Context: an optimization exercise on an open-source flow, tuned for small area, a short achievable clock period and few clock cycles. The choices shown serve that exercise and are no tape-out recipe.
Function was checked by simulation only, so behaviour that the tests miss may differ from the original.

Setup of the reference run:
==> module md_unit, before the edit <==
module md_unit(
	input clk, rst,
	input start,                
	input[2:0] f3_in,
	input[4:0] rd_in,
	input[31:0] a_in, b_in,
	input cancel,               
	input slot_free,            
	output active,              
	output[4:0] rd,
	output wr,                  
	output done,                
	output[31:0] res
);
	reg busy, setup;
	reg is_div;
	reg[1:0] op;
	reg[5:0] cnt;
	reg[4:0] rd_r;
	reg wr_r;
	reg[34:0] X;
	reg[31:0] Y;
	reg[33:0] Z;
	reg q_neg, r_neg;
	reg bp;
	wire a_signed = op == 2'b01 || op == 2'b10;
	wire b_signed = op == 2'b01;
	wire last = cnt[1:0] == 2'd3;
	wire[34:0] ax = {{3{a_signed & X[31]}}, X[31:0]};
	wire[8:0] bw = {Y[7:0], bp & ~setup};
	reg[41:0] row [0:5];
	integer j;
	always @* begin
		row[0] = setup ? 42'd0 : {{8{Z[33]}}, Z};
		for(j = 0; j < 4; j = j + 1) begin : booth
			reg one, two, neg;
			reg[34:0] mag;
			one = bw[2*j] ^ bw[2*j+1];
			two = (bw[2*j+2] & ~bw[2*j+1] & ~bw[2*j]) | (~bw[2*j+2] & bw[2*j+1] & bw[2*j]);
			neg = bw[2*j+2];
			mag = one ? ax : two ? {ax[33:0], 1'b0} : 35'd0;
			row[j+1] = {{7{mag[34] ^ neg}}, mag ^ {35{neg}}} << (2*j);
		end
		row[5] = (last & ~b_signed & Y[7]) ? ({{7{ax[34]}}, ax} << 8) : 42'd0;
		row[2][0] = bw[2];
		row[3][2] = bw[4];
		row[4][4] = bw[6];
		row[5][6] = bw[8];
	end
	function [83:0] csa(input[41:0] a, input[41:0] b, input[41:0] c);
		csa = {(a & b | a & c | b & c) << 1, a ^ b ^ c};
	endfunction
	wire[83:0] l1a = csa(row[0], row[1], row[2]);
	wire[83:0] l1b = csa(row[3], row[4], row[5]);
	wire[83:0] l2 = csa(l1a[41:0], l1a[83:42], l1b[41:0]);
	wire[83:0] l3 = csa(l2[41:0], l2[83:42], l1b[83:42]);
	wire[41:0] msum = l3[41:0] + l3[83:42];
	wire[31:0] mul_res = (op == 2'b00) ? {msum[7:0], Y[31:8]} : msum[39:8];
	wire sgn = ~op[0];
	wire a_neg = sgn & X[31];
	wire b_neg = sgn & Y[31];
	wire d_add = q_neg ^ r_neg;
	wire[34:0] diff = {3'b000, Z[31:0]} + (X ^ {35{~d_add}}) + {34'd0, ~d_add};
	wire fits = ~diff[34];
	wire[31:0] Rn = fits ? diff[31:0] : Z[31:0];
	wire[31:0] Qn = {Y[30:0], fits};
	wire[31:0] n_in = setup ? X[31:0] : (op[1] ? Rn : Qn);
	wire n_neg = setup ? a_neg : (op[1] ? r_neg : q_neg);
	wire[31:0] n_out = n_neg ? -n_in : n_in;
	wire[31:0] ua = n_out;
	function [5:0] clz32(input[31:0] x);
		reg[15:0] h;
		reg[7:0] q;
		reg[3:0] e;
		reg[1:0] t;
		begin
			clz32[5] = x == 32'd0;
			clz32[4] = x[31:16] == 16'd0;
			h = clz32[4] ? x[15:0] : x[31:16];
			clz32[3] = h[15:8] == 8'd0;
			q = clz32[3] ? h[7:0] : h[15:8];
			clz32[2] = q[7:4] == 4'd0;
			e = clz32[2] ? q[3:0] : q[7:4];
			clz32[1] = e[3:2] == 2'd0;
			t = clz32[1] ? e[1:0] : e[3:2];
			clz32[0] = ~t[1];
			if(clz32[5]) clz32[4:0] = 5'd0;
		end
	endfunction
	function [31:0] smear(input[31:0] x);
		reg[31:0] y;
		begin
			y = x | (x >> 1);
			y = y | (y >> 2);
			y = y | (y >> 4);
			y = y | (y >> 8);
			smear = y | (y >> 16);
		end
	endfunction
	wire[31:0] ca = X[31:0] ^ {32{a_neg}};
	wire[31:0] cb = Y ^ {32{b_neg}};
	wire[5:0] lza = clz32(ca);
	wire[5:0] lzb = clz32(cb);
	wire[6:0] sdiff = {1'b0, lzb} - {1'b0, lza} + {6'd0, a_neg};
	wire b_zero = Y == 32'd0;
	wire[31:0] ta = smear(ca);
	wire b_big = |(smear(cb) & ~(a_neg ? {ta[30:0], 1'b1} : ta));
	wire early = b_zero | b_big;
	wire[5:0] sh = sdiff[5:0];
	wire[31:0] div_res = setup ? (op[1] ? X[31:0] : {32{b_zero}}) : n_out;
	wire fin = busy & (is_div ? (setup ? early : cnt == 6'd0) : last);
	wire step = busy & ~(fin & ~slot_free);    
	assign active = busy;
	assign rd = rd_r;
	assign wr = wr_r;
	assign done = fin & slot_free;
	assign res = is_div ? div_res : mul_res;
	always @(posedge clk or posedge rst) begin
		if(rst) begin
			busy <= 1'b0;
			setup <= 1'b0;
			wr_r <= 1'b0;
		end
		else if(start) begin
			busy <= 1'b1;
			setup <= 1'b1;
			wr_r <= rd_in != 5'd0;
		end
		else begin
			if(step) setup <= 1'b0;
			if(done) busy <= 1'b0;
			if(cancel) wr_r <= 1'b0;
		end
	end
	always @(posedge clk) begin
		if(start) begin
			X <= {3'b000, a_in};
			Y <= b_in;
			op <= f3_in[1:0];
			is_div <= f3_in[2];
			rd_r <= rd_in;
			cnt <= 6'd0;
		end
		else if(step) begin
			if(!is_div) begin
				Y <= {msum[7:0], Y[31:8]};
				Z <= msum[41:8];
				bp <= Y[7];
				cnt <= cnt + 6'd1;
			end
			else if(setup) begin
				Z <= {2'b00, ua};
				X <= {{3{b_neg}}, Y} << sh;
				Y <= 32'd0;
				cnt <= sh;
				q_neg <= a_neg ^ b_neg;
				r_neg <= a_neg;
			end
			else begin
				Z <= {2'b00, Rn};
				X <= {X[34], X[34:1]};
				Y <= Qn;
				cnt <= cnt - 6'd1;
			end
		end
	end
endmodule
clock: 13.5 ns
lec_check: 0
cap_margin: 20
cell_pad_in_sites_detail_placement: 1
core_margin: 2
core_utilization: 35
cts_cluster_diameter: 120
cts_cluster_size: 20
setup_slack_margin: 5.0
slew_margin: 20
standard.sh (not shown) runs the stock make flow with config.mk's settings and CLKGATE_MAP_FILE= SYNTH_SCRIPT=/design/flow/synth_recipe.tcl, a recipe that flattens the netlist after the stock synthesis.
==> flow/flow/run.sh <==
#!/bin/bash
set -euo pipefail
MARGIN=5.75
sed "s/SETUP_SLACK_MARGIN=[0-9.]*/SETUP_SLACK_MARGIN=$MARGIN/" standard.sh > standard_margin.sh
grep -q "SETUP_SLACK_MARGIN=$MARGIN" standard_margin.sh
bash standard_margin.sh > flow.log 2>&1
The final layout from the reference run, which completed every stage, passed the timing, DRC and antenna checks at the end of the flow.
Testbench counts of the reference run, summed over its fixed seeds: cycles 22,691.
What the trial run does differently from the reference run at the input level:
--- a/flow/design.v
+++ b/flow/design.v
@@ -62,5 +62,5 @@
 	reg[4:0] rd_r;
 	reg wr_r;
-	reg[34:0] X;
+	reg[33:0] X;
 	reg[31:0] Y;
 	reg[33:0] Z;
@@ -103,6 +103,5 @@
 	wire a_neg = sgn & X[31];
 	wire b_neg = sgn & Y[31];
-	wire d_add = q_neg ^ r_neg;
-	wire[34:0] diff = {3'b000, Z[31:0]} + (X ^ {35{~d_add}}) + {34'd0, ~d_add};
+	wire[34:0] diff = {3'b000, Z[31:0]} - {1'b0, X};
 	wire fits = ~diff[34];
 	wire[31:0] Rn = fits ? diff[31:0] : Z[31:0];
@@ -112,4 +111,5 @@
 	wire[31:0] n_out = n_neg ? -n_in : n_in;
 	wire[31:0] ua = n_out;
+	wire[31:0] ub = b_neg ? -Y : Y;
 	function [5:0] clz32(input[31:0] x);
 		reg[15:0] h;
@@ -178,5 +178,5 @@
 	always @(posedge clk) begin
 		if(start) begin
-			X <= {3'b000, a_in};
+			X <= {2'b00, a_in};
 			Y <= b_in;
 			op <= f3_in[1:0];
@@ -194,5 +194,5 @@
 			else if(setup) begin
 				Z <= {2'b00, ua};
-				X <= {{3{b_neg}}, Y} << sh;
+				X <= {2'b00, ub} << sh;
 				Y <= 32'd0;
 				cnt <= sh;
@@ -202,5 +202,5 @@
 			else begin
 				Z <= {2'b00, Rn};
-				X <= {X[34], X[34:1]};
+				X <= {1'b0, X[33:1]};
 				Y <= Qn;
 				cnt <= cnt - 6'd1;
==> results.txt <==
Compared with the reference run, the trial run improves detailed router's first-iteration violation count. | first-pass GRT wire length | the trial run vs the reference run | worse |. The number of sinks handled by clock tree synthesis was comparable across the reference run and the trial run. The reference run -> the trial run: level count of the clock H-tree delta 0, exact match. Sort the reference run and the trial run by cell area after layout asc -> top: the trial run.
Testbench counts of the trial run, summed over its fixed seeds: cycles 22,691.

[what the ideal ports hide]
The flow's constraints put no driver on any port. The routed layouts listed below were extracted and timed again, unchanged, in two steps. Step 1 assumes that a clkbuf_16 drives the clock port and a buf_2 every other input. Step 2 adds t to the input delays and takes it off the output delays; t is the mean of the earliest and latest rising clock arrival at the registers after step 1. Input paths then give back, and output paths get back, about the clock's delay inside the block. Slacks: ideal ports / drivers / drivers and shift; pairs: ideal ports / drivers.
run	t, ns	setup WS [ns]	worst setup path after step 2	clock arrival spread, ns	slew at the worst register clock pin (ns)
the reference run	0.868	5.474 / 5.363 / 4.830	input to register	0.058 / 0.058	0.11 / 0.11
the trial run	0.877	5.632 / 5.573 / 5.036	input to register	0.064 / 0.065	0.10 / 0.10
After both steps setup and hold are still met in every run listed. The setup slack of the reference run, which loses most, moves by -0.111 ns with the drivers and by -0.644 ns with both steps.
